Background: an optimization exercise with open tools, aiming at small area and a short achievable clock period. Do not read the settings as production practice.
RTL that was checked went through simulation tests only; none was proved equivalent to the original.
Function not checked in runs 1 and 2: the RTL went through the layout flow alone.

===== config.mk =====
export PLATFORM = sky130hd
export DESIGN_NAME = half_sigmoid
export DESIGN_NICKNAME = half_sigmoid
export VERILOG_FILES = /design/flow/design.v
export SDC_FILE = /design/flow/constraint.sdc
export NUM_CORES = 8
export LEC_CHECK = 0
export ABC_AREA = 1
export CAP_MARGIN = 20
export CORE_MARGIN = 2
export CORE_UTILIZATION = 40
export SETUP_SLACK_MARGIN = 5
export SLEW_MARGIN = 20

===== constraint.sdc =====
create_clock -name core_clock -period 9.5 [get_ports {clk}]
set_input_delay 1.9000 -clock core_clock [delete_from_list [all_inputs] [get_ports {clk}]]
set_output_delay 1.9000 -clock core_clock [all_outputs]
set_load 0.01 [all_outputs]

===== design.v =====
module recip_rom(input [9:0] m, output [9:0] r);
localparam [10239:0] TBL = 10240'h1004020080300c0401005014060180701c08020090240a0280b02c0c0300d0340e0380f03c1004011044120481304c14050150541605c1706018064190681a06c1b0701c0741d0781e07c1f08021084220882308c240902509426098270a0280a4290a82a0ac2b0b02c0b42d0b82f0bc300c0310c4320c8330d0340d4350d8360dc370e0390e43a0e83b0ec3c0f03d0f83e0fc3f10040104411084310c44110451144611c4712048124491284b12c4c1304d1384e13c4f14050144521485314c54154551585615c57160591645a1685b1705c1745d1785f17c60180611886218c631906519466198671a0681a4691a86b1ac6c1b06d1b86e1bc701c0711c4721cc731d0741d4761d8771e0781e4791e87b1ec7c1f47d1f87f1fc80200812088220c84210852188621c87220892248a22c8b2308d2348e23c8f240902449224893250942549625897260982649a2689b2709c2749e2789f280a0284a2288a3290a4294a6298a72a0a82a4aa2a8ab2b0ad2b4ae2bcaf2c0b12c4b22ccb32d0b52d4b62dcb82e0b92e8ba2ecbc2f0bd2f8bf2fcc0304c1308c330cc4314c6318c7320c8324ca32ccb330cd338ce33cd0340d1348d334cd4354d5358d7360d8364da36cdb370dd378de37ce0384e1388e3390e4394e639ce73a0e93a8ea3acec3b4ed3b8ef3c0f03c4f23ccf33d0f53d8f73dcf83e4fa3e8fb3f0fd3f4fe3fd004050140903411054150641d08421094290b4310c4350e43d104411144913451144551645d18465194691b4711d4751e47d204852248923491254992649d284a52a4ad2b4b12d4b92f4c1304c5324cd344d5364d9374e1394e93b4f13c4f53e4fd4050542509435114551947521495254a52d4c5354e53d5054151549535515555957561585655a56d5c5755e57d60581615896359165599675a1695a96b5ad6c5b56e5bd705c5725cd745d5765dd775e1795e97b5f17d5f97f60181609836118561987621886258a62d8c6358e63d906459264d946559665d986659a66d9c6759e67da0685a268da4695a669da86a5aa6adac6b5ae6bdb06c5b26cdb46d5b66ddb86e5ba6edbc6f5be6fdc0705c270dc4715c671dc9729cb731cd739cf741d1749d3751d5759d7761d976ddc775de77de0785e278de4795e67a1e97a9eb7b1ed7b9ef7c1f17c9f47d5f67ddf87e5fa7edfd7f9ff8020180a038120681e088260a82e0c83a0f8421184a138521685e188661a86e1d87a1f8822188a248962689e288a62b8b22d8ba2f8c6328ce348d6378e2398ea3c8f63e8fe4090a439124591e489264a92e4d93a4f9425294e54956579625996a5c9765e9826198a639966699e689aa6b9b26e9be709ca739d2759de789e67b9f27d9fe80a0683a1285a1e88a268ba328da3e90a4693a5295a5e98a669ba729da7ea0a8aa3a92a6a9ea9aaaabab6aeabeb1acab4ad6b6ae2b9aeebcafabfb02c2b0ec5b1ac8b26cab32cdb3ed0b4ad3b56d6b62d9b6adcb76dfb82e2b8ee5b9ae8ba6ebbb2eebbef1bcaf4bd6f7be2fabeefdbfb00c0703c1706c2309c2f0cc3b0fc4713c5316c5f19c6b1cc7b1fc8722c9325c9f29cab2ccb72fcc732cd336cdf39ceb3ccfb3fd0743d1346d2349d2f4dd3b50d4b53d5757d635ad735dd7f61d8f64d9b68da76bdb76fdc372dd375ddf79def7cdfb80e0b83e1787e278be338ee4392e5395e5f99e6f9de7ba0e8ba4e9ba7ea7abeb7afec7b3ed3b6ee3baef3bef03c1f0fc5f1fc9f2fcdf3fd1f4fd4f5bd8f6bdcf7be0f8be4f9be8fabecfbbf0fcbf4fdbf8febfcff800;
assign r = TBL[m*10 +: 10];
endmodule
module half_sigmoid(
input rstn,
input clk,
input in_valid,
input [15:0] a,
output out_valid,
output [15:0] c
);
localparam DROWS = 2;                           
localparam DSTG  = (12 + DROWS - 1) / DROWS;    
localparam LAT   = 8 + DSTG;                    
reg [LAT:0] vpipe;
always @(posedge clk)
  if (!rstn) vpipe <= 0;
  else       vpipe <= {vpipe[LAT-1:0], in_valid};
assign out_valid = vpipe[LAT];
wire [4:0] E_i   = a[14:10];
wire       clp_i = (E_i > 5'd17);
reg  [9:0] M_0; reg [4:0] E_0; reg s_0, sp_0;
always @(posedge clk) begin
  M_0  <= clp_i ? 10'd0 : a[9:0];
  E_0  <= clp_i ? 5'd18 : E_i;
  s_0  <= a[15];
  sp_0 <= (a[15:1] == 15'h0200);
end
wire        ez_a = (E_0 == 5'd0);
wire [21:0] N_a  = {11'b0, 1'b1, M_0};
wire [21:0] t_a  = (N_a << 10) + (N_a << 9) - (N_a << 6) + (N_a << 2) + N_a;
wire        t21  = t_a[21];
wire [10:0] ym_a = ez_a ? 11'd0 : (t21 ? t_a[21:11] : t_a[20:10]);
reg [10:0] ym_1; reg [4:0] E_1; reg t21_1, sy_1, sp_1;
always @(posedge clk) begin
  ym_1 <= ym_a; E_1 <= E_0; t21_1 <= t21 & ~ez_a; sy_1 <= ~s_0; sp_1 <= sp_0;
end
wire [4:0]  ey_b  = E_1 + {4'b0, t21_1};
wire        big_b = ey_b >= 5'd14;                 
wire [2:0]  ysh_b = ey_b[2:0] - 3'd6;              
wire [14:0] Y_b   = {4'b0, ym_1} << ysh_b;         
wire [3:0]  ip_b  = Y_b[14:11] + {3'b0, Y_b[10]};
wire [10:0] Fa_b  = Y_b[10] ? (11'd0 - Y_b[10:0]) : Y_b[10:0];
reg  [3:0]  lz_b;
integer ib;
always @* begin
  lz_b = 4'd11;
  for (ib = 0; ib < 11; ib = ib + 1)
    if (Fa_b[ib]) lz_b = 4'd10 - ib[3:0];
end
wire [10:0] Fn_b  = Fa_b << lz_b;
wire [10:0] fm_b  = big_b ? Fn_b : ym_1;
wire [4:0]  fe_b  = big_b ? (5'd14 - {1'b0, lz_b}) : ey_b;
wire        fs_b  = sy_1 ^ (big_b & Y_b[10]);
wire [4:0]  ipv_b = big_b ? (sy_1 ? (5'd0 - {1'b0, ip_b}) : {1'b0, ip_b}) : 5'd0;
reg [10:0] fm_2; reg [4:0] fe_2; reg fs_2, sp_2; reg [4:0] ipv_2;
always @(posedge clk) begin
  fm_2 <= fm_b; fe_2 <= fe_b; fs_2 <= fs_b; ipv_2 <= ipv_b; sp_2 <= sp_1;
end
wire [14:0] fmag_c = {fe_2, fm_2[9:0]};
wire u1 = fmag_c >= 15'h3320, u2 = fmag_c >= 15'h350a, u3 = fmag_c >= 15'h362c,
     u4 = fmag_c >= 15'h3720, u5 = fmag_c >= 15'h37f7;
wire [2:0] j_c = {u4, u2 & ~u4, (u1 & ~u2) | (u3 & ~u4) | u5};
wire v1  = fmag_c >= 15'h3032, v2  = fmag_c >= 15'h31ee, v3  = fmag_c >= 15'h3343,
     v4  = fmag_c >= 15'h3432, v5  = fmag_c >= 15'h34b0, v6  = fmag_c >= 15'h3523,
     v7  = fmag_c >= 15'h358c, v8  = fmag_c >= 15'h35ee, v9  = fmag_c >= 15'h364a,
     v10 = fmag_c >= 15'h36a1, v11 = fmag_c >= 15'h36f4, v12 = fmag_c >= 15'h3743,
     v13 = fmag_c >= 15'h378f, v14 = fmag_c >= 15'h37d8;
wire [3:0] k_c = {v8, (v4 & ~v8) | v12,
                  (v2 & ~v4) | (v6 & ~v8) | (v10 & ~v12) | v14,
                  (v1 & ~v2) | (v3 & ~v4) | (v5 & ~v6) | (v7 & ~v8) |
                  (v9 & ~v10) | (v11 & ~v12) | (v13 & ~v14)};
wire [21:0] F_c  = {11'b0, fm_2};
wire [21:0] tA_c = (F_c << 10) + (F_c << 9) - (F_c << 5) + (F_c << 3) + F_c;
reg [21:0] tA_3; reg [10:0] fm_3; reg [2:0] j_3; reg [3:0] k_3; reg [4:0] fe10_3;
reg fs_3, sp_3; reg [4:0] ipv_3;
always @(posedge clk) begin
  tA_3 <= tA_c; fm_3 <= fm_2; j_3 <= j_c; k_3 <= k_c; fe10_3 <= fe_2 + 5'd10;
  fs_3 <= fs_2; ipv_3 <= ipv_2; sp_3 <= sp_2;
end
wire [21:0] F_d  = {11'b0, fm_3};
wire [21:0] tp_d = tA_3 + (j_3[0] ? F_d : 22'd0) + (j_3[1] ? (F_d << 1) : 22'd0) +
                          (j_3[2] ? (F_d << 2) : 22'd0);
wire        tp21 = tp_d[21];
wire [10:0] mp_d = tp21 ? tp_d[21:11] : tp_d[20:10];
reg [10:0] mp_4; reg [4:0] fe10_4; reg tp21_4; reg [3:0] k_4; reg fs_4, sp_4; reg [4:0] ipv_4;
always @(posedge clk) begin
  mp_4 <= mp_d; fe10_4 <= fe10_3; tp21_4 <= tp21; k_4 <= k_3; fs_4 <= fs_3; ipv_4 <= ipv_3; sp_4 <= sp_3;
end
wire [4:0]  ep_4   = fe10_4 + {4'b0, tp21_4};
wire [4:0]  epe_e  = (ep_4 < 5'd16) ? 5'd16 : ep_4;
wire [3:0]  sh_e   = 5'd25 - epe_e;                
wire [10:0] pint_e = mp_4 >> sh_e;
wire [10:0] msk_e  = ~(11'h7ff << sh_e);
wire        stk_e  = |(mp_4 & msk_e);
wire [12:0] q3_e   = {(11'd1092 + {7'b0, k_4}), 2'b00};
wire [12:0] n_e    = fs_4 ? (q3_e + {2'b0, pint_e}) : (q3_e + {2'b11, ~pint_e} + {12'b0, ~stk_e});
wire        e27_e  = n_e[12];
wire [10:0] Mq_e   = e27_e ? n_e[12:2] : n_e[11:1];
wire [3:0]  S_e    = 5'd25 - ep_4 + {4'b0, e27_e};
reg [10:0] drem [0:DSTG];
reg [10:0] dden [0:DSTG];
reg [11:0] dq   [0:DSTG];
reg [3:0]  dS   [0:DSTG];
reg        dfs  [0:DSTG];
reg        dsp  [0:DSTG];
reg [4:0]  dipv [0:DSTG];
always @(posedge clk) begin
  drem[0] <= mp_4; dden[0] <= Mq_e; dq[0] <= 12'd0; dS[0] <= S_e;
  dfs[0] <= fs_4; dsp[0] <= sp_4; dipv[0] <= ipv_4;
end
genvar gs;
generate for (gs = 0; gs < DSTG; gs = gs + 1) begin : dstage
  reg [10:0] rem_o; reg [11:0] q_o;
  reg [11:0] r2; reg [12:0] df;
  integer rr, bit_i;
  always @* begin
    rem_o = drem[gs]; q_o = dq[gs];
    for (rr = 0; rr < DROWS; rr = rr + 1) begin
      bit_i = 11 - (gs*DROWS + rr);
      if (bit_i >= 0) begin
        if (bit_i == 11) r2 = {1'b0, rem_o};
        else             r2 = {rem_o, 1'b0};
        df = {1'b0, r2} - {2'b0, dden[gs]};
        if (!df[12]) begin q_o[bit_i] = 1'b1; rem_o = df[10:0]; end
        else         begin q_o[bit_i] = 1'b0; rem_o = r2[10:0]; end
      end
    end
  end
  always @(posedge clk) begin
    drem[gs+1] <= rem_o; dq[gs+1] <= q_o; dden[gs+1] <= dden[gs];
    dS[gs+1] <= dS[gs]; dfs[gs+1] <= dfs[gs]; dsp[gs+1] <= dsp[gs]; dipv[gs+1] <= dipv[gs];
  end
end endgenerate
wire [11:0] q12_f = dq[DSTG];
wire        bq_f  = q12_f[11];
wire [3:0]  S_f   = dS[DSTG];                      
wire [10:0] Qs_f  = q12_f >> S_f;
wire [11:0] low_f = q12_f & ~(12'hfff << S_f);
wire        dstk_f = |{low_f[11:1], low_f[0] & ~bq_f};
wire [11:0] X_f = !dfs[DSTG] ? (12'd2048 + {1'b0, Qs_f[10:1], 1'b0}) :
                               (12'd2048 - {1'b0, Qs_f} - {11'b0, dstk_f});
reg [11:0] X_6; reg [4:0] ipv_6; reg sp_6;
always @(posedge clk) begin
  X_6 <= X_f; ipv_6 <= dipv[DSTG]; sp_6 <= dsp[DSTG];
end
wire        ipneg_g = ipv_6[4];
wire        ipz_g   = (ipv_6 == 5'd0);
wire [4:0]  nsh_g   = 5'd1 - ipv_6;                
wire [11:0] Xs_g    = X_6 >> nsh_g;
wire [3:0]  psh_g   = 4'd12 - ipv_6[3:0];          
wire [13:0] S_g     = {1'b0, X_6, 1'b0} + (14'd1 << psh_g);
reg  [9:0]  p1m_g; reg [4:0] ep1_g;
always @* begin
  if (ipneg_g || ipz_g) begin
    if (ipz_g && X_6[11]) begin p1m_g = {1'b0, X_6[10:2]}; ep1_g = 5'd16; end
    else                  begin p1m_g = Xs_g[9:0];         ep1_g = 5'd15; end
  end else begin
    if (S_g[13])      begin p1m_g = S_g[12:3]; ep1_g = ipv_6 + 5'd16; end
    else if (S_g[12]) begin p1m_g = S_g[11:2]; ep1_g = ipv_6 + 5'd15; end
    else              begin p1m_g = S_g[10:1]; ep1_g = ipv_6 + 5'd14; end
  end
end
reg [9:0] p1m_7; reg [4:0] ep1_7; reg sp_7;
always @(posedge clk) begin
  p1m_7 <= p1m_g; ep1_7 <= ep1_g; sp_7 <= sp_6;
end
wire [9:0] rcp_h;
recip_rom u_rom(.m(p1m_7), .r(rcp_h));
wire [4:0] ce_h = (p1m_7 == 10'd0) ? (5'd30 - ep1_7) : (5'd29 - ep1_7);
reg [15:0] c_r;
always @(posedge clk) c_r <= sp_7 ? 16'hf801 : {1'b0, ce_h, rcp_h};
assign c = c_r;
endmodule

===== flow/run.sh =====
#!/bin/bash
# Standard ORFS layout, except that after the standard synthesis the
# combinational logic between the registers is re-mapped by ABC for area
# (flip-flops, their names and cell types are kept as synthesis made them).
set -euo pipefail
RES=$PWD/orfs/results/$FLOW_PLATFORM/half_sigmoid/base
YOSYS=$FLOW_HOME/../tools/install/yosys/bin/yosys
bash standard.sh synth > synth.log 2>&1
cp $RES/1_2_yosys.v $RES/1_2_yosys_std.v
LIB=$FLOW_HOME/platforms/$FLOW_PLATFORM/lib/sky130_fd_sc_hd__tt_025C_1v80.lib \
IN=$RES/1_2_yosys_std.v OUT=$RES/1_2_yosys.v TOP=$FLOW_TOP \
  $YOSYS -c flow/remap.tcl > remap.log 2>&1
bash standard.sh > standard.log 2>&1

===== flow/remap.tcl =====
yosys -import
set lib $::env(LIB)
set dont {}
foreach c {probe_p_8 probec_p_8} { lappend dont -dont_use sky130_fd_sc_hd__$c }
lappend dont -dont_use {sky130_fd_sc_hd__lpflow_*} -dont_use {sky130_fd_sc_hd__fill_*}
read_liberty -ignore_miss_func $lib
read_verilog $::env(IN)
hierarchy -top $::env(TOP)
set seq {}
foreach m [split [string trim [tee -q -s result.string select -list-mod =A:liberty_cell]] "\n"] { }
# keep flip-flops and tie cells as cells
foreach c [split [exec grep -o {sky130_fd_sc_hd__\(df\|conb\|dl\|sdf\|ed\)[a-z0-9_]*} $::env(IN) | sort -u] "\n"] {
  if {$c ne ""} { setattr -mod -set keep_hierarchy 1 $c; lappend seq $c }
}
flatten
opt_clean
abc -liberty $lib {*}$dont -script "+strash;dc2;dch,-f;map,-B,0.9;topo"
opt_clean -purge
foreach c $seq { blackbox $c }
hierarchy -top $::env(TOP)
hilomap -singleton -hicell sky130_fd_sc_hd__conb_1 HI -locell sky130_fd_sc_hd__conb_1 LO
splitnets
opt_clean -purge
tee -o $::env(OUT).stat stat -liberty $lib
write_verilog -noattr -noexpr -nohex -nodec $::env(OUT)

===== standard.sh =====
#!/bin/bash
# synth_recipe.tcl (not shown) runs the flow's synth.tcl, then flattens the netlist and writes it again
# the make line also repeats each setting of config.mk as NAME=value (left out here)
make -C /OpenROAD-flow-scripts/flow DESIGN_CONFIG=/design/flow/config.mk WORK_HOME=/design/flow/orfs CLKGATE_MAP_FILE= SYNTH_SCRIPT=/design/flow/synth_recipe.tcl "${@:-finish}"

==> results of run 1 <==
[registers in the layout (all words and copies together), names as in the netlist, 15 cells and up]
signal  cells
dden       66
drem       66
dq         42
dipv       35
dS         28
tA_3       20
c_r        16
vpipe      15
[worst paths after layout]
kind / from / endpoint / slack [ns] / cells past startpoint
setup reg to reg: p1m_7[2] / c_r[3] / 5.06 / 14
setup / recovery: p1m_7[2] / c_r[3] / 5.06 / 14
hold / removal: dsp[6] / sp_6 / 0.32 / 0
hold reg to reg: dsp[6] / sp_6 / 0.32 / 0
[worst max-delay path, delay by kind of cell, from the launching register on]
kind	cells	cell delay (ns)
buffers and inverters	4	1.17
AO/OA/AOI/OAI	5	0.89
flip-flops	1	0.66
AND/OR/NAND/NOR	5	1.62
[routing by layer]
layer | wire length, um | global-route usage | vias up
li1 | - | - | 15100
met1 | 39600 | 0.312 | 12900
met2 | 36400 | 0.360 | 1010
met3 | 6280 | 0.0435 | 233
met4 | 3140 | 0.0856 | 0
met5 | 0 | 0 | -
[what timing repair did]
item | CTS | global route
gates resized for setup | 34 | 126
cloned | 0 | 10
setup endpoints to repair | 86 | 135
pin swaps | 0 | 17
hold buffers | 0 | 0
buffers inserted | 3 | 31
[layout make-up]
type                    count  area [um2]
repair inverters            1        7.51
clock inverters            24         264
inverters                 769        2920
multi-input cells        3369       16500
clock buffers              71        1500
fillers                  7364       36700
well taps                 931        1160
repair buffers             90         788
flip-flops and latches    453        9100
[per-stage QoR]
step / instances / cell area (um2) / hold slack, ns / util
4_1_cts: 5667 / 31500 / 0.320 / 0.457
5_1_grt: 5708 / 32200 / 0.318 / 0.467
6_report: 5708 / 32200 / 0.319 / 0.467
3_3_place_gp: 5569 / 29600 / 0.310 / 0.430
2_1_floorplan: 4583 / 28000 / 0.310 / -
3_5_place_dp: 5569 / 29600 / 0.312 / 0.430
==> out/qor.yml, run 1 <==
placement:
  final_gp_congestion: 0.994
  placement.io_buffers: 35
  dp_hpwl_mm: 63.1
  detailedPlace.worstSlack_ns: 4.26
cts:
  cts_max_level: 2
  cts_tree: "yes"
  clock_pin_slew_worst_setup_and_hold_paths_ns: 0.06
  number_of_buffers_inserted_during_clock_tree_synthesis: 51
  buffers_from_clock_root_to_sink_at_most: 3
  clock_insertion_delay_worst_skew_ns: 0.60
  clock_sinks: 453
  clock-root-buffer: "clkbuf_16"
sta:
  max_freq_mhz: 225
  setup_viol_count_final: 0
  period_share: 0.467
  grt_setup_unrepaired: "yes"
  worst_slack_ns: 5.06
  finalWorstPathRequiredPeriod_ns: 4.44
  slew-limit-headroom: 0.290
  worst_slew_pin_slew_ns: 1.06
  slew_violations: 0
  timing.final.hold_violations: 0
  skew_ns: 0.0142
  fin_tns_setup_ns: 0
final_layout:
  final_common_cell: "nand2_1"
  leading_cell_types_in_the_layout_fill_and_taps_excluded: "nand2_1 (1415), clkinv_1 (755), nor2_1 (486)"
  post_route_cells_drive_above_1_share: 0.0710
  antenna_cells_inserted: 0
  layout-area-overhead-vs-synth_pct: 15.3
  design.final.nets: 4754
route:
  drt-pass1-iter-count: 6
  detail_route.wl_per_cell_um: 14.9
  wirelength_mm: 85.3
  drc: 0
  detail-route-antenna-nets: 0
  drt-initial-drc-count: 2132
  detail_route.vias_per_cell: 5.12
  routed-via-count: 29200
die:
  die_w_um: 268
  fp.dieH_um: 268
  ioPinCount: 36
  placeableCoreArea_um2: 68900
  initial_utilization: 0.405
  placementRows: 96
  floorplan.die_area_um2: 72000
synth:
  synthesis.area_um2: 28000
  postSynthCellCount: 4583
  synth_nets: 4602
  postSynthAreaPerCell_um2: 6.10
  yosys_warnings: 8
setup_path:
  worst_ep_arrival_time_ns: 4.93
  cp-end-kind: "flip-flop"
  critical_path.max_stage_delay_ns: 0.77
  timing.critical_path.slowest_stage_cell: "nor2_1"
  critical_path.most_common_cell: "clkinv_1"
  critPathLaunchType: "flip-flop"
  required_ns: 9.99
  crit_type: "flip-flop to flip-flop"
  cp_cell_sequence: "nor2_1 > clkinv_1 > nand2_1 > clkinv_1 > nand2_1 > clkinv_1 > o21ai_0 > o2111ai_1 > nand3_1 > o311ai_0 > o21ai_0 > o21ai_0 > nand2_1 > clkinv_1"
  max_fanout_on_critical_path: 18
global_route:
  grt_first_pass_wirelength_mm: 134
  first_global_vias: 26100
  antenna_violations_before_repair: 0
  grt_max_degree: 42
  grtUsageTotal: 0.230
  grt-ovfl-total: 0
outcome:
  run_status: "complete, no violations"
worst_hold_path:
  timing.hold.worst.class: "flip-flop to flip-flop"
flow_run:
  number_of_maximum_capacitance_violations: 0
==> run 2, diff against run 1 <==
--- a/design.v
+++ b/design.v
@@ -14,3 +14,3 @@
 localparam DSTG  = (12 + DROWS - 1) / DROWS;    
-localparam LAT   = 8 + DSTG;                    
+localparam LAT   = 7 + DSTG;                    
 reg [LAT:0] vpipe;
@@ -56,16 +56,23 @@
 wire [4:0]  ipv_b = big_b ? (sy_1 ? (5'd0 - {1'b0, ip_b}) : {1'b0, ip_b}) : 5'd0;
-reg [10:0] fm_2; reg [4:0] fe_2; reg fs_2, sp_2; reg [4:0] ipv_2;
-always @(posedge clk) begin
-  fm_2 <= fm_b; fe_2 <= fe_b; fs_2 <= fs_b; ipv_2 <= ipv_b; sp_2 <= sp_1;
-end
-wire [14:0] fmag_c = {fe_2, fm_2[9:0]};
-wire u1 = fmag_c >= 15'h3320, u2 = fmag_c >= 15'h350a, u3 = fmag_c >= 15'h362c,
-     u4 = fmag_c >= 15'h3720, u5 = fmag_c >= 15'h37f7;
-wire [2:0] j_c = {u4, u2 & ~u4, (u1 & ~u2) | (u3 & ~u4) | u5};
-wire v1  = fmag_c >= 15'h3032, v2  = fmag_c >= 15'h31ee, v3  = fmag_c >= 15'h3343,
-     v4  = fmag_c >= 15'h3432, v5  = fmag_c >= 15'h34b0, v6  = fmag_c >= 15'h3523,
-     v7  = fmag_c >= 15'h358c, v8  = fmag_c >= 15'h35ee, v9  = fmag_c >= 15'h364a,
-     v10 = fmag_c >= 15'h36a1, v11 = fmag_c >= 15'h36f4, v12 = fmag_c >= 15'h3743,
-     v13 = fmag_c >= 15'h378f, v14 = fmag_c >= 15'h37d8;
-wire [3:0] k_c = {v8, (v4 & ~v8) | v12,
+wire [14:0] ymag_b = {ey_b, ym_1[9:0]};
+wire u1 = big_b ? (Fa_b >= 11'd456) : (ymag_b >= 15'h3320);
+wire u2 = big_b ? (Fa_b >= 11'd645) : (ymag_b >= 15'h350a);
+wire u3 = big_b ? (Fa_b >= 11'd790) : (ymag_b >= 15'h362c);
+wire u4 = big_b ? (Fa_b >= 11'd912) : (ymag_b >= 15'h3720);
+wire u5 = big_b ? (Fa_b >= 11'd1020) : (ymag_b >= 15'h37f7);
+wire v1  = big_b ? (Fa_b >= 11'd269) : (ymag_b >= 15'h3032);
+wire v2  = big_b ? (Fa_b >= 11'd380) : (ymag_b >= 15'h31ee);
+wire v3  = big_b ? (Fa_b >= 11'd465) : (ymag_b >= 15'h3343);
+wire v4  = big_b ? (Fa_b >= 11'd537) : (ymag_b >= 15'h3432);
+wire v5  = big_b ? (Fa_b >= 11'd600) : (ymag_b >= 15'h34b0);
+wire v6  = big_b ? (Fa_b >= 11'd658) : (ymag_b >= 15'h3523);
+wire v7  = big_b ? (Fa_b >= 11'd710) : (ymag_b >= 15'h358c);
+wire v8  = big_b ? (Fa_b >= 11'd759) : (ymag_b >= 15'h35ee);
+wire v9  = big_b ? (Fa_b >= 11'd805) : (ymag_b >= 15'h364a);
+wire v10 = big_b ? (Fa_b >= 11'd849) : (ymag_b >= 15'h36a1);
+wire v11 = big_b ? (Fa_b >= 11'd890) : (ymag_b >= 15'h36f4);
+wire v12 = big_b ? (Fa_b >= 11'd930) : (ymag_b >= 15'h3743);
+wire v13 = big_b ? (Fa_b >= 11'd968) : (ymag_b >= 15'h378f);
+wire v14 = big_b ? (Fa_b >= 11'd1004) : (ymag_b >= 15'h37d8);
+wire [3:0] k_b = {v8, (v4 & ~v8) | v12,
                   (v2 & ~v4) | (v6 & ~v8) | (v10 & ~v12) | v14,
@@ -73,18 +80,23 @@
                   (v9 & ~v10) | (v11 & ~v12) | (v13 & ~v14)};
+wire [2:0] w_b = {u3, (u1 & ~u3) | u5, ~u1 | (u2 & ~u3) | (u4 & ~u5)};
+reg [10:0] fm_2; reg [4:0] fe_2; reg fs_2, sp_2; reg [4:0] ipv_2; reg [3:0] k_2; reg [2:0] w_2;
+always @(posedge clk) begin
+  fm_2 <= fm_b; fe_2 <= fe_b; fs_2 <= fs_b; ipv_2 <= ipv_b; sp_2 <= sp_1; k_2 <= k_b; w_2 <= w_b;
+end
 wire [21:0] F_c  = {11'b0, fm_2};
-wire [21:0] tA_c = (F_c << 10) + (F_c << 9) - (F_c << 5) + (F_c << 3) + F_c;
-reg [21:0] tA_3; reg [10:0] fm_3; reg [2:0] j_3; reg [3:0] k_3; reg [4:0] fe10_3;
-reg fs_3, sp_3; reg [4:0] ipv_3;
-always @(posedge clk) begin
-  tA_3 <= tA_c; fm_3 <= fm_2; j_3 <= j_c; k_3 <= k_c; fe10_3 <= fe_2 + 5'd10;
-  fs_3 <= fs_2; ipv_3 <= ipv_2; sp_3 <= sp_2;
-end
-wire [21:0] F_d  = {11'b0, fm_3};
-wire [21:0] tp_d = tA_3 + (j_3[0] ? F_d : 22'd0) + (j_3[1] ? (F_d << 1) : 22'd0) +
-                          (j_3[2] ? (F_d << 2) : 22'd0);
-wire        tp21 = tp_d[21];
-wire [10:0] mp_d = tp21 ? tp_d[21:11] : tp_d[20:10];
+wire [21:0] x0 = F_c << 10, x1 = F_c << 9, x2 = ~(F_c << 5), x3 = F_c << 3,
+            x4 = w_2[2] ? (F_c << 2) : 22'd0, x5 = w_2[1] ? (F_c << 1) : 22'd0,
+            x6 = w_2[0] ? F_c : 22'd0;
+wire [21:0] s0 = x0 ^ x1 ^ x2,  c0 = {(x0 & x1) | (x0 & x2) | (x1 & x2), 1'b0};
+wire [21:0] s1 = x3 ^ x4 ^ x5,  c1 = {(x3 & x4) | (x3 & x5) | (x4 & x5), 1'b0};
+wire [21:0] s2 = s0 ^ c0 ^ s1,  c2 = {(s0 & c0) | (s0 & s1) | (c0 & s1), 1'b0};
+wire [21:0] s3 = c1 ^ x6 ^ 22'd1, c3 = {(c1 & x6) | (c1 & 22'd1) | (x6 & 22'd1), 1'b0};
+wire [21:0] s4 = s2 ^ c2 ^ s3,  c4 = {(s2 & c2) | (s2 & s3) | (c2 & s3), 1'b0};
+wire [21:0] s5 = s4 ^ c4 ^ c3,  c5 = {(s4 & c4) | (s4 & c3) | (c4 & c3), 1'b0};
+wire [21:0] tp_c = s5 + c5;
+wire        tp21 = tp_c[21];
+wire [10:0] mp_c = tp21 ? tp_c[21:11] : tp_c[20:10];
 reg [10:0] mp_4; reg [4:0] fe10_4; reg tp21_4; reg [3:0] k_4; reg fs_4, sp_4; reg [4:0] ipv_4;
 always @(posedge clk) begin
-  mp_4 <= mp_d; fe10_4 <= fe10_3; tp21_4 <= tp21; k_4 <= k_3; fs_4 <= fs_3; ipv_4 <= ipv_3; sp_4 <= sp_3;
+  mp_4 <= mp_c; fe10_4 <= fe_2 + 5'd10; tp21_4 <= tp21; k_4 <= k_2; fs_4 <= fs_2; ipv_4 <= ipv_2; sp_4 <= sp_2;
 end
@@ -115,3 +127,3 @@
   reg [10:0] rem_o; reg [11:0] q_o;
-  reg [11:0] r2; reg [12:0] df;
+  reg [11:0] r2, df; reg ge;
   integer rr, bit_i;
@@ -124,5 +136,6 @@
         else             r2 = {rem_o, 1'b0};
-        df = {1'b0, r2} - {2'b0, dden[gs]};
-        if (!df[12]) begin q_o[bit_i] = 1'b1; rem_o = df[10:0]; end
-        else         begin q_o[bit_i] = 1'b0; rem_o = r2[10:0]; end
+        df = {1'b0, r2[10:0]} - {1'b0, dden[gs]};
+        ge = r2[11] | ~df[11];
+        q_o[bit_i] = ge;
+        rem_o = ge ? df[10:0] : r2[10:0];
       end
--- a/flow/remap.tcl
+++ b/flow/remap.tcl
@@ -16,3 +16,3 @@
 opt_clean
-abc -liberty $lib {*}$dont -script "+strash;dc2;dch,-f;map,-B,0.9;topo"
+abc -liberty $lib {*}$dont -script "+strash;dch,-f;map,-B,0.9;topo"
 opt_clean -purge
==> run 2 against run 1 <==
Net effect: via count up 7.4%; clock-buffer cell count down 11; clock skew up 0.0099 ns.
==> out/qor.yml, run 2 <==
outcome:
  run_status: "complete, no violations"
synth:
  synth_nets: 4942
  postSynthCellCount: 4923
  postSynthAreaPerCell_um2: 5.81
  synthesis.area_um2: 28600
  yosys_warnings: 8
setup_path:
  timing.critical_path.slowest_stage_cell: "nand2_1"
  worst_ep_arrival_time_ns: 4.76
  cp_cell_sequence: "buf_4 > nand2_1 > nand2_1 > clkinv_1 > nand2_1 > clkinv_1 > nor2_1 > clkinv_1 > nand3_1 > o2111a_1 > o211ai_1 > o311ai_0 > a31oi_1"
  worst-r2r-setup-slack_ns: 5.20
  critical_path.max_stage_delay_ns: 0.62
  r2r_cells: 13
  crit-reg2reg-capture: "c_r[1]"
  critical_path.reg2reg.startpoint: "p1m_7[3]"
  max_fanout_on_critical_path: 50
  critPathLaunchType: "flip-flop"
  required_ns: 9.96
  cp-end-kind: "flip-flop"
  crit_type: "flip-flop to flip-flop"
cts:
  clock-root-buffer: "clkbuf_16"
  clock_insertion_delay_worst_skew_ns: 0.61
  cts_max_level: 2
  number_of_buffers_inserted_during_clock_tree_synthesis: 48
  buffers_from_clock_root_to_sink_at_most: 3
  cts_tree: "yes"
  clock_sinks: 409
  clock_pin_slew_worst_setup_and_hold_paths_ns: 0.07
route:
  drt-initial-drc-count: 2768
  wirelength_mm: 90.9
  detail_route.vias_per_cell: 5.21
  drc: 0
  drt-pass1-iter-count: 8
  detail-route-antenna-nets: 0
  detail_route.wl_per_cell_um: 15.1
  routed-via-count: 31400
global_route:
  grt_first_pass_wirelength_mm: 150
  grt-ovfl-total: 0
  grt_max_degree: 51
  antenna_violations_before_repair: 1
  grtUsageTotal: 0.246
  first_global_vias: 29000
final_layout:
  layout-area-overhead-vs-synth_pct: 13.2
  final_common_cell: "nand2_1"
  leading_cell_types_in_the_layout_fill_and_taps_excluded: "nand2_1 (1640), clkinv_1 (717), nor2_1 (569)"
  layout_top_registers: "dden (66), drem (66), dq (42)"
  post_route_cells_drive_above_1_share: 0.0457
  design.final.nets: 5057
  layoutNonFillerInstCount: 6028
worst_hold_path:
  hp-start: "dipv[3][3]"
  timing.hold.worst.class: "flip-flop to flip-flop"
  min_path_cells: 0
  timing.hold.worst_endpoint: "dipv[4][3]"
placement:
  dp_hpwl_mm: 70.5
  final_gp_congestion: 1.01
  placement.io_buffers: 35
  place_inst: 5936
sta:
  setup_viol_count_final: 0
  grt_setup_unrepaired: "no"
  slew-limit-headroom: 0.307
  timing.final.hold_violations: 0
  skew_ns: 0.0241
  fin_tns_setup_ns: 0
  finalWorstPathRequiredPeriod_ns: 4.30
  max_freq_mhz: 233
  slew_violations: 0
  worst_slew_pin_slew_ns: 1.04
  period_share: 0.452
die:
  placeableCoreArea_um2: 71100
  fp.dieH_um: 271
  die_w_um: 271
  floorplan.die_area_um2: 73600
  ioPinCount: 36
  placementRows: 98
  initial_utilization: 0.402
flow_run:
  number_of_maximum_capacitance_violations: 0
run 2: worst max path at each step:
stage | from | end | slack [ns]
after CTS | E_1[0] | fm_2[5] | 4.96
after global placement | E_1[0] | fm_2[8] | 4.54
final | p1m_7[3] | c_r[1] | 5.20
after global routing | E_1[0] | fm_2[4] | 4.97
after floorplan | E_1[0] | fm_2[5] | 5.08
after detailed placement | E_1[0] | fm_2[5] | 4.51
run 2: final cells by class:
class / instances / area (um2)
diodes: 1 / 2.50
fillers: 7673 / 38800
well taps: 950 / 1190
multi-input cells: 3790 / 17800
clock inverters: 29 / 502
repair buffers: 65 / 576
inverters: 724 / 2740
flip-flops and latches: 409 / 8200
clock buffers: 60 / 1320
run 2: stage by stage:
step                      utilization  hold slack (ns)  setup slack, ns  area [um2]
after floorplan                     -            0.310             5.08       28600
after global placement          0.427            0.310             4.54       30300
after detailed placement        0.427            0.312             4.51       30300
after CTS                       0.453            0.319             4.96       32200
after global routing            0.455            0.325             4.97       32400
final                           0.455            0.315             5.20       32400
run 2: critical path: cells and delay by family, from the launching register on:
kind | cells | cell delay, ns
buf+inv | 4 | 1.12
compound gates | 4 | 0.87
simple gates | 5 | 1.83
flops | 1 | 0.30
run 2: what timing repair did:
action                     CTS  global route
resized for setup            7            51
buffers inserted             0             2
pin swaps                    0             1
setup endpoints to repair   27           119
hold buffers                 0             0
run 2: per-layer routing:
metal | up-vias | global-route usage | share of wire
li1 | 16200 | - | -
met1 | 13800 | 0.337 | 0.46
met2 | 1057 | 0.389 | 0.43
met3 | 247 | 0.0366 | 0.069
met4 | 0 | 0.0911 | 0.039
met5 | - | 0 | 0
==> run 3, diff against run 2 <==
--- a/design.v
+++ b/design.v
@@ -127,3 +127,3 @@
   reg [10:0] rem_o; reg [11:0] q_o;
-  reg [11:0] r2, df; reg ge;
+  reg [11:0] r2; reg [12:0] df;
   integer rr, bit_i;
@@ -136,6 +136,5 @@
         else             r2 = {rem_o, 1'b0};
-        df = {1'b0, r2[10:0]} - {1'b0, dden[gs]};
-        ge = r2[11] | ~df[11];
-        q_o[bit_i] = ge;
-        rem_o = ge ? df[10:0] : r2[10:0];
+        df = {1'b0, r2} - {2'b0, dden[gs]};
+        if (!df[12]) begin q_o[bit_i] = 1'b1; rem_o = df[10:0]; end
+        else         begin q_o[bit_i] = 1'b0; rem_o = r2[10:0]; end
       end
==> run.sh (new file) <==
#!/bin/bash
# synth_recipe.tcl (not shown) runs the flow's synth.tcl, then flattens the netlist and writes it again
# the make line also repeats each setting of config.mk as NAME=value (left out here)
make -C /OpenROAD-flow-scripts/flow DESIGN_CONFIG=/design/flow/config.mk WORK_HOME=/design/flow/orfs CLKGATE_MAP_FILE= SYNTH_SCRIPT=/design/flow/synth_recipe.tcl finish
removed: flow/run.sh
removed: flow/remap.tcl
removed: standard.sh
==> run 3 against run 2 <==
Net effect: still clean; cell count down 7.8%; highest routed layer unchanged; wire length up 2.3%; fmax up 0.48%.
==> out/qor.yml, run 3 <==
cts:
  cts_tree: "yes"
  clock-root-buffer: "clkbuf_16"
  clock_pin_slew_worst_setup_and_hold_paths_ns: 0.06
  clock_insertion_delay_worst_skew_ns: 0.59
  number_of_buffers_inserted_during_clock_tree_synthesis: 46
  cts_max_level: 2
  clock_sinks: 409
  buffers_from_clock_root_to_sink_at_most: 3
  cts_hold_buf: 0
route:
  drc: 0
  drt-initial-drc-count: 3200
  routed-via-count: 29800
  detail_route.wl_per_cell_um: 16.7
  detail_route.vias_per_cell: 5.37
  detail-route-antenna-nets: 0
  drt-pass1-iter-count: 9
  wirelength_mm: 93.0
final_layout:
  antenna_cells_inserted: 0
  layout-area-overhead-vs-synth_pct: 12.0
  leading_cell_types_in_the_layout_fill_and_taps_excluded: "nand2_1 (1011), inv_1 (623), dfxtp_1 (388)"
  post-route-util: 0.454
  postLayoutCellArea_um2: 34700
  design.final.nets: 4895
  layout.filler_cells: 7886
  post_route_cells_drive_above_1_share: 0.0842
  layout_top_registers: "dden (66), drem (66), dq (42)"
  final_common_cell: "nand2_1"
setup_path:
  max_fanout_on_critical_path: 6
  worst_ep_arrival_time_ns: 4.73
  worstPathBufferInverterCount: 4
  crit_type: "flip-flop to flip-flop"
  cp-end-kind: "flip-flop"
  critical_path.max_stage_delay_ns: 0.53
  required_ns: 9.95
  cp_cell_sequence: "nand2_1 > inv_1 > fa_1 > fa_1 > fa_1 > inv_1 > fa_1 > inv_1 > ha_4 > nand2_2 > nor2_1 > nand2_1 > o211ai_1 > nand2_1 > nand3_2 > a21o_1 > or2_4 > nand2_4 > clkinvlp_4 > nand2_1 > o21ai_0"
  timing.critical_path.slowest_stage_cell: "fa_1"
  timing.critical_path.max_delay_family: "adder cells"
  critPathLaunchType: "flip-flop"
synth:
  yosys_warnings: 8
  yosys_most_used_dff: "dfxtp_1"
  yosys.area.top_type: "dfxtp_1"
  synth_area_leaders: "dfxtp_1 (26%), ha_1 (13%), nand2_1 (12%), inv_1 (7.7%), o21ai_0 (5.7%)"
  asyncSetResetFlopFracSynth: 0
  synth_commonest_cells: "nand2_1 (1027), inv_1 (637), dfxtp_1 (409)"
  synthesis.area_um2: 30900
  netlist-cell-type-count: 76
  postSynthCellCount: 4462
  synth_most_common_cell: "nand2_1"
  share_of_the_yosys_chip_area_belonging_to_registers: 0.265
  netlist.area_leader.share: 0.265
  synth_edf_count: 0
  synth_nets: 4865
  ys_ff_latch: 409
  postSynthAreaPerCell_um2: 6.94
placement:
  detailedPlace.worstSlack_ns: 4.31
  placement.io_buffers: 35
  dp_hpwl_mm: 70.0
  placed_cell_area_um2: 32200
  final_gp_congestion: 1.01
die:
  fp.dieH_um: 282
  initial_utilization: 0.405
  ioPinCount: 36
  placeableCoreArea_um2: 76300
  die_w_um: 282
  floorplan.die_area_um2: 79600
  placementRows: 101
sta:
  timing.final.hold_violations: 0
  slew-limit-headroom: 0.234
  setup_viol_count_final: 0
  slew_violations: 0
  grt_setup_unrepaired: "yes"
  max_freq_mhz: 234
  skew_ns: 0.0256
  finalWorstPathRequiredPeriod_ns: 4.28
  worst_slack_ns: 5.22
  fin_tns_setup_ns: 0
  period_share: 0.450
  worst_slew_pin_slew_ns: 1.14
global_route:
  first_global_vias: 28000
  grt-ovfl-total: 0
  grt_first_pass_wirelength_mm: 148
  grtUsageTotal: 0.229
  antenna_violations_before_repair: 0
  grt_max_degree: 67
flow_run:
  number_of_maximum_capacitance_violations: 0
outcome:
  run_status: "complete, no violations"
worst_hold_path:
  timing.hold.worst.class: "flip-flop to flip-flop"
[run 3: what timing repair did]
action / 4_1_cts / 5_1_grt
cloned: 2 / 2
setup buffers: 5 / 40
pin swaps: 3 / 38
endpoints found under the setup margin: 75 / 125
hold endpoints to repair: 0 / 0
resized for setup: 43 / 125
[run 3: cell families (layout without fill, tap and decap cells)]
family,Yosys count,after routing,synth area share
AND/OR/NAND/NOR,1753,1755,0.239
AO/OA/AOI/OAI,952,952,0.179
buffers and inverters,806,868,0.101
flip-flops,409,409,0.265
adder cells (fa/ha/maj),384,384,0.171
XOR/XNOR,152,152,0.0435
multiplexers,5,5,0.00162
other,1,1,0.000121
[run 3: final cells by class]
cell class / instances / area (um2) / share of cell area
inverter: 681 / 2620 / 0.0756
timing repair buffer: 103 / 873 / 0.0252
timing repair inverter: 2 / 15.0 / 0.000433
clock buffer: 57 / 1260 / 0.0364
multi-input combinational: 3249 / 20100 / 0.580
clock inverter: 25 / 256 / 0.00740
sequential: 409 / 8240 / 0.238
tap: 1030 / 1290 / 0.0372
[run 3: worst paths after layout]
| kind | from | to | slack (ns) | cells past startpoint |
|---|---|---|---|---|
| max | w_2[1] | mp_4[1] | 5.22 | 21 |
| min | dipv[0][3] | dipv[1][3] | 0.31 | 0 |
| max reg2reg | w_2[1] | mp_4[1] | 5.22 | 21 |
| min reg2reg | dipv[0][3] | dipv[1][3] | 0.31 | 0 |
[run 3: through the flow]
stage                     instances  hold WS (ns)
after floorplan                4462         0.310
after global placement         5424         0.310
after detailed placement       5424         0.312
after CTS                      5513         0.300
after global routing           5556         0.318
final                          5556         0.314
[run 3: routing by layer]
layer,global-route usage,routed length (um),up-vias
met4,0.104,4440,0
met5,0,0,-
li1,-,-,14700
met3,0.0384,7790,330
met2,0.367,40900,1321
met1,0.302,39800,13400
[run 3: worst reg2reg max path: cells and delay by family (launching register included)]
family,cells,cell delay (ns)
adder cells (fa/ha/maj),5,2.32
flip-flops,1,0.37
AND/OR/NAND/NOR,9,0.82
AO/OA/AOI/OAI,3,0.36
buffers and inverters,4,0.31
==> run 4, diff against run 3 <==
--- a/design.v
+++ b/design.v
@@ -1,4 +1,12 @@
-module recip_rom(input [9:0] m, output [9:0] r);
-localparam [10239:0] TBL = 10240'h1004020080300c0401005014060180701c08020090240a0280b02c0c0300d0340e0380f03c1004011044120481304c14050150541605c1706018064190681a06c1b0701c0741d0781e07c1f08021084220882308c240902509426098270a0280a4290a82a0ac2b0b02c0b42d0b82f0bc300c0310c4320c8330d0340d4350d8360dc370e0390e43a0e83b0ec3c0f03d0f83e0fc3f10040104411084310c44110451144611c4712048124491284b12c4c1304d1384e13c4f14050144521485314c54154551585615c57160591645a1685b1705c1745d1785f17c60180611886218c631906519466198671a0681a4691a86b1ac6c1b06d1b86e1bc701c0711c4721cc731d0741d4761d8771e0781e4791e87b1ec7c1f47d1f87f1fc80200812088220c84210852188621c87220892248a22c8b2308d2348e23c8f240902449224893250942549625897260982649a2689b2709c2749e2789f280a0284a2288a3290a4294a6298a72a0a82a4aa2a8ab2b0ad2b4ae2bcaf2c0b12c4b22ccb32d0b52d4b62dcb82e0b92e8ba2ecbc2f0bd2f8bf2fcc0304c1308c330cc4314c6318c7320c8324ca32ccb330cd338ce33cd0340d1348d334cd4354d5358d7360d8364da36cdb370dd378de37ce0384e1388e3390e4394e639ce73a0e93a8ea3acec3b4ed3b8ef3c0f03c4f23ccf33d0f53d8f73dcf83e4fa3e8fb3f0fd3f4fe3fd004050140903411054150641d08421094290b4310c4350e43d104411144913451144551645d18465194691b4711d4751e47d204852248923491254992649d284a52a4ad2b4b12d4b92f4c1304c5324cd344d5364d9374e1394e93b4f13c4f53e4fd4050542509435114551947521495254a52d4c5354e53d5054151549535515555957561585655a56d5c5755e57d60581615896359165599675a1695a96b5ad6c5b56e5bd705c5725cd745d5765dd775e1795e97b5f17d5f97f60181609836118561987621886258a62d8c6358e63d906459264d946559665d986659a66d9c6759e67da0685a268da4695a669da86a5aa6adac6b5ae6bdb06c5b26cdb46d5b66ddb86e5ba6edbc6f5be6fdc0705c270dc4715c671dc9729cb731cd739cf741d1749d3751d5759d7761d976ddc775de77de0785e278de4795e67a1e97a9eb7b1ed7b9ef7c1f17c9f47d5f67ddf87e5fa7edfd7f9ff8020180a038120681e088260a82e0c83a0f8421184a138521685e188661a86e1d87a1f8822188a248962689e288a62b8b22d8ba2f8c6328ce348d6378e2398ea3c8f63e8fe4090a439124591e489264a92e4d93a4f9425294e54956579625996a5c9765e9826198a639966699e689aa6b9b26e9be709ca739d2759de789e67b9f27d9fe80a0683a1285a1e88a268ba328da3e90a4693a5295a5e98a669ba729da7ea0a8aa3a92a6a9ea9aaaabab6aeabeb1acab4ad6b6ae2b9aeebcafabfb02c2b0ec5b1ac8b26cab32cdb3ed0b4ad3b56d6b62d9b6adcb76dfb82e2b8ee5b9ae8ba6ebbb2eebbef1bcaf4bd6f7be2fabeefdbfb00c0703c1706c2309c2f0cc3b0fc4713c5316c5f19c6b1cc7b1fc8722c9325c9f29cab2ccb72fcc732cd336cdf39ceb3ccfb3fd0743d1346d2349d2f4dd3b50d4b53d5757d635ad735dd7f61d8f64d9b68da76bdb76fdc372dd375ddf79def7cdfb80e0b83e1787e278be338ee4392e5395e5f99e6f9de7ba0e8ba4e9ba7ea7abeb7afec7b3ed3b6ee3baef3bef03c1f0fc5f1fc9f2fcdf3fd1f4fd4f5bd8f6bdcf7be0f8be4f9be8fabecfbbf0fcbf4fdbf8febfcff800;
-assign r = TBL[m*10 +: 10];
+module recip_pl(input [9:0] m, output [11:0] a, output [3:0] d, output corr);
+localparam [1535:0] TA = 1536'h40440840c41041441841c42142542942d43243643b43f44444844d45245645b46046546946e47347947e48248748d49249749d4a24a74ad4b24b84bd4c34c94cf4d44da4e04e64ec4f24f84fe50550b51151851e52552c53253954054754e55555c56356b5725795815895905985a05a85b05b85c05c95d15d95e25eb5f45fd60660f61862162b63463e64865265c66667067b68569069b6a66b16bc6c86d36df6eb6f770370f71c72973674375075e76b7797877967a47b37c27d17e07f0800;
+localparam [767:0] TS = 768'h41041040e39440e39039339439350e4d454e38e61838e5d55585d56156155db7176186186175dc6d77176dd69b71d75d71b79e69e79e79e79e79e99e79e9269a69a68e7927a2aaa89ea9eab2eb2cbaebb0c30bb0d37df5e35df8f7bf7efbdfbe;
+localparam [1023:0] TC = 1024'ha0000400a000008000a000a00004a0000004a0a8a80909a8a004040009040008000800040101000000000000400000004000400041000000000000000000000000010000000000000006000000000606060400200600000002020040124000020202002a000a000000000004040400090004000100400100400000;
+wire [6:0] h = m[9:3];
+wire [2:0] l = m[2:0];
+wire [5:0] s = TS[h*6 +: 6];
+wire [8:0] sl = s * l + 16;
+assign a = TA[h*12 +: 12];
+assign d = sl[8:5];
+assign corr = TC[m];
 endmodule
@@ -14,3 +22,3 @@
 localparam DSTG  = (12 + DROWS - 1) / DROWS;    
-localparam LAT   = 7 + DSTG;                    
+localparam LAT   = 8 + DSTG;                    
 reg [LAT:0] vpipe;
@@ -127,3 +135,3 @@
   reg [10:0] rem_o; reg [11:0] q_o;
-  reg [11:0] r2; reg [12:0] df;
+  reg [11:0] r2, df; reg ge;
   integer rr, bit_i;
@@ -136,5 +144,6 @@
         else             r2 = {rem_o, 1'b0};
-        df = {1'b0, r2} - {2'b0, dden[gs]};
-        if (!df[12]) begin q_o[bit_i] = 1'b1; rem_o = df[10:0]; end
-        else         begin q_o[bit_i] = 1'b0; rem_o = r2[10:0]; end
+        df = {1'b0, r2[10:0]} - {1'b0, dden[gs]};
+        ge = r2[11] | ~df[11];
+        q_o[bit_i] = ge;
+        rem_o = ge ? df[10:0] : r2[10:0];
       end
@@ -180,7 +189,11 @@
 end
-wire [9:0] rcp_h;
-recip_rom u_rom(.m(p1m_7), .r(rcp_h));
-wire [4:0] ce_h = (p1m_7 == 10'd0) ? (5'd30 - ep1_7) : (5'd29 - ep1_7);
+wire [11:0] ra_h; wire [3:0] rd_h; wire rc_h;
+recip_pl u_rcp(.m(p1m_7), .a(ra_h), .d(rd_h), .corr(rc_h));
+reg [11:0] ra_8; reg [3:0] rd_8; reg rc_8; reg [4:0] ce_8; reg sp_8;
+always @(posedge clk) begin
+  ra_8 <= ra_h; rd_8 <= rd_h; rc_8 <= rc_h; ce_8 <= 5'd29 - ep1_7; sp_8 <= sp_7;
+end
+wire [11:0] r_i = ra_8 - {8'b0, rd_8} - {11'b0, rc_8};
 reg [15:0] c_r;
-always @(posedge clk) c_r <= sp_7 ? 16'hf801 : {1'b0, ce_h, rcp_h};
+always @(posedge clk) c_r <= sp_8 ? 16'hf801 : {1'b0, ce_8 + {4'b0, r_i[11]}, r_i[9:0]};
 assign c = c_r;
==> flow/run.sh (new file) <==
#!/bin/bash
# Standard ORFS layout, except that after the standard synthesis the
# combinational logic between the registers is re-mapped by ABC for area
# (flip-flops, their names and cell types are kept as synthesis made them).
set -euo pipefail
RES=$PWD/orfs/results/$FLOW_PLATFORM/half_sigmoid/base
YOSYS=$FLOW_HOME/../tools/install/yosys/bin/yosys
bash standard.sh synth > synth.log 2>&1
cp $RES/1_2_yosys.v $RES/1_2_yosys_std.v
LIB=$FLOW_HOME/platforms/$FLOW_PLATFORM/lib/sky130_fd_sc_hd__tt_025C_1v80.lib \
IN=$RES/1_2_yosys_std.v OUT=$RES/1_2_yosys.v TOP=$FLOW_TOP \
  $YOSYS -c flow/remap.tcl > remap.log 2>&1
bash standard.sh > standard.log 2>&1
==> flow/remap.tcl (new file) <==
yosys -import
set lib $::env(LIB)
set dont {}
foreach c {probe_p_8 probec_p_8} { lappend dont -dont_use sky130_fd_sc_hd__$c }
lappend dont -dont_use {sky130_fd_sc_hd__lpflow_*} -dont_use {sky130_fd_sc_hd__fill_*}
read_liberty -ignore_miss_func $lib
read_verilog $::env(IN)
hierarchy -top $::env(TOP)
set seq {}
foreach m [split [string trim [tee -q -s result.string select -list-mod =A:liberty_cell]] "\n"] { }
# keep flip-flops and tie cells as cells
foreach c [split [exec grep -o {sky130_fd_sc_hd__\(df\|conb\|dl\|sdf\|ed\)[a-z0-9_]*} $::env(IN) | sort -u] "\n"] {
  if {$c ne ""} { setattr -mod -set keep_hierarchy 1 $c; lappend seq $c }
}
flatten
opt_clean
abc -liberty $lib {*}$dont -script "+strash;dch,-f;map,-B,0.9;topo"
opt_clean -purge
foreach c $seq { blackbox $c }
hierarchy -top $::env(TOP)
hilomap -singleton -hicell sky130_fd_sc_hd__conb_1 HI -locell sky130_fd_sc_hd__conb_1 LO
splitnets
opt_clean -purge
tee -o $::env(OUT).stat stat -liberty $lib
write_verilog -noattr -noexpr -nohex -nodec $::env(OUT)
==> standard.sh (new file) <==
#!/bin/bash
# synth_recipe.tcl (not shown) runs the flow's synth.tcl, then flattens the netlist and writes it again
# the make line also repeats each setting of config.mk as NAME=value (left out here)
make -C /OpenROAD-flow-scripts/flow DESIGN_CONFIG=/design/flow/config.mk WORK_HOME=/design/flow/orfs CLKGATE_MAP_FILE= SYNTH_SCRIPT=/design/flow/synth_recipe.tcl "${@:-finish}"
removed: run.sh
==> run 4 against run 3 <==
Net effect: wire length is 16% lower; synthesized area down 10%; first-iteration DRC count decreased by 42%; fmax rose by 2.0%; non-clock buffer count is 44 lower; critical endpoint is now rd_8[1]; sequential share of layout area rose by 3.8 points.
==> out/qor.yml, run 4 <==
outcome:
  run_status: "complete, no violations"
placement:
  final_gp_congestion: 0.974
  placement.io_buffers: 35
  dp_hpwl_mm: 60.7
  placed_cell_area_um2: 29500
global_route:
  antenna_violations_before_repair: 1
  grt_max_degree: 32
  first_global_vias: 26100
  grt_first_pass_wirelength_mm: 130
  grtUsageTotal: 0.217
  grt-ovfl-total: 0
setup_path:
  cp_cell_sequence: "buf_4 > clkinv_1 > nor2_1 > clkinv_1 > o311ai_0 > buf_4 > nand2_1 > nand2_1 > o21ai_0 > nand2_1 > or2_2 > nand2_1 > xor2_1 > a21oi_1 > nand2_1 > nand2_1 > xor2_1"
  critical_path.max_stage_delay_ns: 0.64
  cp-end-kind: "flip-flop"
  worst_ep_arrival_time_ns: 4.73
  critPathLaunchType: "flip-flop"
  critical_path.most_common_cell: "nand2_1"
  required_ns: 10.04
  max_fanout_on_critical_path: 26
  worstPathBufferInverterCount: 4
  timing.critical_path.slowest_stage_cell: "clkinv_1"
  timing.critical_path.max_delay_family: "buffers and inverters"
  crit_type: "flip-flop to flip-flop"
final_layout:
  layout_top_registers: "dden (66), drem (66), dq (42)"
  postLayoutCellArea_um2: 31600
  layout-area-overhead-vs-synth_pct: 13.3
  antenna_cells_inserted: 0
  leading_cell_types_in_the_layout_fill_and_taps_excluded: "nand2_1 (1569), clkinv_1 (695), nor2_1 (518)"
  layout.filler_cells: 7390
  post_route_cells_drive_above_1_share: 0.0486
  final_common_cell: "nand2_1"
  design.final.nets: 4838
route:
  drt-met1-wl_mm: 38.1
  drt-pass1-iter-count: 5
  maxUsedRoutingLayer: "met5"
  drt-initial-drc-count: 1851
  detail-route-antenna-nets: 0
  detailroute.wirelength.met3_mm: 3.93
  drc: 0
  detail_route.vias_per_cell: 4.98
  wirelength_mm: 77.6
  met2_wirelength_mm: 33.6
  routed-via-count: 28800
  detail_route.wl_per_cell_um: 13.4
sta:
  slew_violations: 0
  slew-limit-headroom: 0.356
  worst_slew_pin_slew_ns: 0.942
  period_share: 0.441
  fin_tns_setup_ns: 0
  skew_ns: 0.0197
  finalWorstPathRequiredPeriod_ns: 4.19
  setup_viol_count_final: 0
  max_freq_mhz: 238
  timing.final.hold_violations: 0
  grt_setup_unrepaired: "yes"
synth:
  synthesis.area_um2: 27800
  synth_nets: 4728
  yosys_warnings: 8
  postSynthCellCount: 4709
  postSynthAreaPerCell_um2: 5.91
die:
  floorplan.die_area_um2: 71700
  initial_utilization: 0.405
  placeableCoreArea_um2: 68700
  ioPinCount: 36
  placementRows: 96
  fp.dieH_um: 268
  die_w_um: 268
cts:
  cts_max_level: 2
  clock_insertion_delay_worst_skew_ns: 0.61
  cts_tree: "yes"
  buffers_from_clock_root_to_sink_at_most: 3
  cts_hold_buf: 0
  clock_sinks: 433
  clock-root-buffer: "clkbuf_16"
  clock_pin_slew_worst_setup_and_hold_paths_ns: 0.07
  number_of_buffers_inserted_during_clock_tree_synthesis: 49
worst_hold_path:
  timing.hold.worst.class: "flip-flop to flip-flop"
flow_run:
  number_of_maximum_capacitance_violations: 0
==> run 4: final timing paths <==
path	to	depth (start not counted)	start	slack, ns
hold reg to reg	dipv[3][4]	0	dipv[2][4]	0.31
hold / removal	dipv[3][4]	0	dipv[2][4]	0.31
setup / recovery	rd_8[1]	17	p1m_7[8]	5.31
setup reg to reg	rd_8[1]	17	p1m_7[8]	5.31
==> run 4: worst register-to-register path: cells and delay by family (launching register included) <==
| kind | cells | cell delay (ns) |
|---|---|---|
| compound gates | 3 | 0.83 |
| xor+xnor | 2 | 0.27 |
| buf+inv | 4 | 1.49 |
| flops | 1 | 0.31 |
| simple gates | 8 | 1.22 |
==> run 4: through the flow <==
stage / setup slack [ns] / instances / utilization / hold WS (ns)
6_report: 5.31 / 5790 / 0.459 / 0.305
3_5_place_dp: 3.92 / 5690 / 0.429 / 0.312
2_1_floorplan: 5.13 / 4709 / - / 0.310
4_1_cts: 5.01 / 5781 / 0.455 / 0.304
3_3_place_gp: 4.02 / 5690 / 0.429 / 0.310
5_1_grt: 4.98 / 5790 / 0.459 / 0.321
==> run 4: final cells by class <==
class / count / area (um2) / share of cell area
Multi-Input combinational cell: 3567 / 16700 / 0.530
Sequential cell: 433 / 8680 / 0.275
Inverter: 709 / 2690 / 0.0853
Clock buffer: 55 / 1290 / 0.0408
Tap cell: 931 / 1160 / 0.0369
Timing Repair Buffer: 59 / 531 / 0.0168
Clock inverter: 36 / 483 / 0.0153
==> run 4: what timing repair did <==
action                                  4_1_cts  5_1_grt
resized for setup                            20       73
gates cloned                                  0        0
hold endpoints to repair                      0        0
setup buffers                                 0        9
endpoints found under the setup margin       52      122
pin swaps                                     0        1
==> run 4: routing by layer <==
metal	global-route usage	up-vias
met5	0	-
met2	0.350	661
met1	0.302	12600
met4	0.0605	2
li1	-	15400
met3	0.0299	147
==> run 5, diff against run 4 <==
--- a/flow/remap.tcl
+++ b/flow/remap.tcl
@@ -16,3 +16,3 @@
 opt_clean
-abc -liberty $lib {*}$dont -script "+strash;dch,-f;map,-B,0.9;topo"
+abc -liberty $lib {*}$dont -script "+strash;dch,-f;map,-D,2000;topo;buffer;upsize;dnsize"
 opt_clean -purge
==> run 5 against run 4 <==
Net effect: synthesized cell count decreased by 1.9%; wire length is 4.9% higher; worst setup slack lost 0.049 ns; fmax fell by 1.2%; final area up 3.3%; critical path type unchanged.
==> out/qor.yml, run 5 <==
sta:
  skew_ns: 0.0179
  period_share: 0.447
  finalWorstPathRequiredPeriod_ns: 4.24
  setup_viol_count_final: 0
  timing.final.hold_violations: 0
  max_freq_mhz: 236
  hold_ws_ns: 0.323
  slew_violations: 0
  worst_slew_pin_slew_ns: 0.802
  grt_setup_unrepaired: "no"
  worst_slack_ns: 5.26
  slew-limit-headroom: 0.464
  fin_tns_setup_ns: 0
placement:
  final_gp_congestion: 1.00
  placed_cell_area_um2: 30800
  place_inst: 5567
  placement.io_buffers: 35
  dp_hpwl_mm: 63.8
  detailedPlace.worstSlack_ns: 5.18
route:
  detail_route.vias_per_cell: 5.33
  drt-initial-drc-count: 2879
  maxUsedRoutingLayer: "met4"
  routed-via-count: 30200
  detail-route-antenna-nets: 0
  drt-met1-wl_mm: 37.8
  detailroute.wirelength.met3_mm: 4.88
  drc: 0
  detail_route.wl_per_cell_um: 14.4
  drt-pass1-iter-count: 6
  met2_wirelength_mm: 36.2
  wirelength_mm: 81.5
cts:
  buffers_from_clock_root_to_sink_at_most: 3
  number_of_buffers_inserted_during_clock_tree_synthesis: 50
  cts_tree: "yes"
  cts_post_setup_buffers_inserted: 0
  clock_sinks: 433
  clock-root-buffer: "clkbuf_16"
  clock_insertion_delay_worst_skew_ns: 0.60
  clock_pin_slew_worst_setup_and_hold_paths_ns: 0.06
  cts_max_level: 2
setup_path:
  critical_path.reg2reg.startpoint: "p1m_7[4]"
  critical_path.max_stage_delay_ns: 0.71
  cp_cell_sequence: "clkinv_1 > nand2_1 > nand2_1 > a21oi_2 > nand2_1 > nand3_1 > o2111ai_1 > a21oi_1 > nand3_1 > nand2_1 > xor2_1 > nor2_1 > o21ai_0 > nand2_1 > a21boi_0 > nand3_1 > nand3_1"
  crit_type: "flip-flop to flip-flop"
  critical_path.most_common_cell: "nand2_1"
  crit_path_start: "p1m_7[4]"
  required_ns: 10.04
  timing.critical_path.slowest_stage_cell: "dfxtp_1"
  cp-end-kind: "flip-flop"
  r2r_cells: 17
  critPathLaunchType: "flip-flop"
  worst_ep_arrival_time_ns: 4.78
  max_fanout_on_critical_path: 16
global_route:
  grtUsageTotal: 0.210
  grt_first_pass_wirelength_mm: 133
  antenna_violations_before_repair: 0
  first_global_vias: 27300
  grt_max_degree: 31
  grt-ovfl-total: 0
flow_run:
  number_of_maximum_capacitance_violations: 0
die:
  ioPinCount: 36
  initial_utilization: 0.405
  fp.dieH_um: 276
  die_w_um: 276
  placementRows: 99
  floorplan.die_area_um2: 76000
  placeableCoreArea_um2: 73000
final_layout:
  layout.filler_cells: 7615
  regArea_um2: 8670
  layoutNonFillerInstCount: 5660
  layout_top_registers: "dden (66), drem (66), dq (42)"
  design.final.nets: 4679
  multi_input_comb_area_um2: 18300
  antenna_cells_inserted: 0
  post_route_cells_drive_above_1_share: 0.0728
  layout-area-overhead-vs-synth_pct: 10.4
  postLayoutCellArea_um2: 32600
  leading_cell_types_in_the_layout_fill_and_taps_excluded: "nand2_1 (1144), nor2_1 (565), inv_1 (529)"
  final_common_cell: "nand2_1"
synth:
  postSynthCellCount: 4619
  yosys_warnings: 8
  synthesis.area_um2: 29500
  postSynthAreaPerCell_um2: 6.39
  synth_nets: 4638
worst_hold_path:
  hp-start: "sp_4"
  min_path_cells: 0
  timing.hold.worst.class: "flip-flop to flip-flop"
outcome:
  run_status: "complete, no violations"
[run 5: timing repair]
| action | 4_1_cts | 5_1_grt |
|---|---|---|
| endpoints found under the setup margin | 0 | 17 |
| resized for setup | 0 | 6 |
| hold buffers | 0 | 0 |
[run 5: final timing paths]
path	slack, ns	end
hold / removal	0.32	dsp[0]
setup / recovery	5.26	rd_8[3]
hold reg to reg	0.32	dsp[0]
setup reg to reg	5.26	rd_8[3]
[run 5: cell type report]
class | instances | share of cell area
Clock buffer | 60 | 0.0424
Sequential cell | 433 | 0.266
Multi-Input combinational cell | 3557 | 0.561
Inverter | 574 | 0.0674
Clock inverter | 33 | 0.0130
Tap cell | 959 | 0.0368
Timing Repair Buffer | 44 | 0.0128
[run 5: worst max-delay path, delay by kind of cell (launching register included)]
kind / cells / cell delay [ns]
buffers and inverters: 1 / 0.50
XOR/XNOR: 1 / 0.19
AND/OR/NAND/NOR: 10 / 1.37
AO/OA/AOI/OAI: 5 / 1.43
flip-flops: 1 / 0.71
[run 5: per-stage QoR]
stage,util
after floorplan,-
after global placement,0.422
after detailed placement,0.422
after CTS,0.446
after global routing,0.447
final,0.447
[run 5: metal layers]
layer  GRT usage  vias to the layer above
li1            -                    15600
met1       0.281                    13400
met2       0.346                      923
met3      0.0272                      194
met4      0.0740                        0
met5           0                        -

afterwards: timing with drivers on the ports:
How much do the figures lean on ideal ports? The routed layouts below were timed once more, with nothing changed but the port constraints.
Step 1 (the two cells are an assumption about what drives the block):
set clk [get_ports {clk}]
set_driving_cell -lib_cell sky130_fd_sc_hd__clkbuf_16 $clk
set_driving_cell -lib_cell sky130_fd_sc_hd__buf_2 [delete_from_list [all_inputs] $clk]
Step 2 moves the port delays by t, midway between the first and last clock arrival at a register: inputs arrive t later, outputs are due t later. That takes back most of the time a late clock gives input paths.
a / b / c = ideal ports / drivers / drivers and shift; a / b = the first two.
run | shift t [ns] | setup WS [ns] | worst setup path after step 2 | worst register clock-pin slew, ns | worst slew at a driven data input, ns
run 1 | 0.654 | 5.060 / 5.060 / 5.060 | register to register | 0.06 / 0.06 | 0.11
run 2 | 0.665 | 5.204 / 5.204 / 5.204 | register to register | 0.07 / 0.07 | 0.04
run 3 | 0.645 | 5.225 / 5.225 / 5.225 | register to register | 0.06 / 0.06 | 0.04
run 4 | 0.659 | 5.307 / 5.307 / 5.307 | register to register | 0.07 / 0.07 | 0.04
run 5 | 0.655 | 5.258 / 5.258 / 5.258 | register to register | 0.07 / 0.07 | 0.04
After both steps every run listed still meets setup and hold.
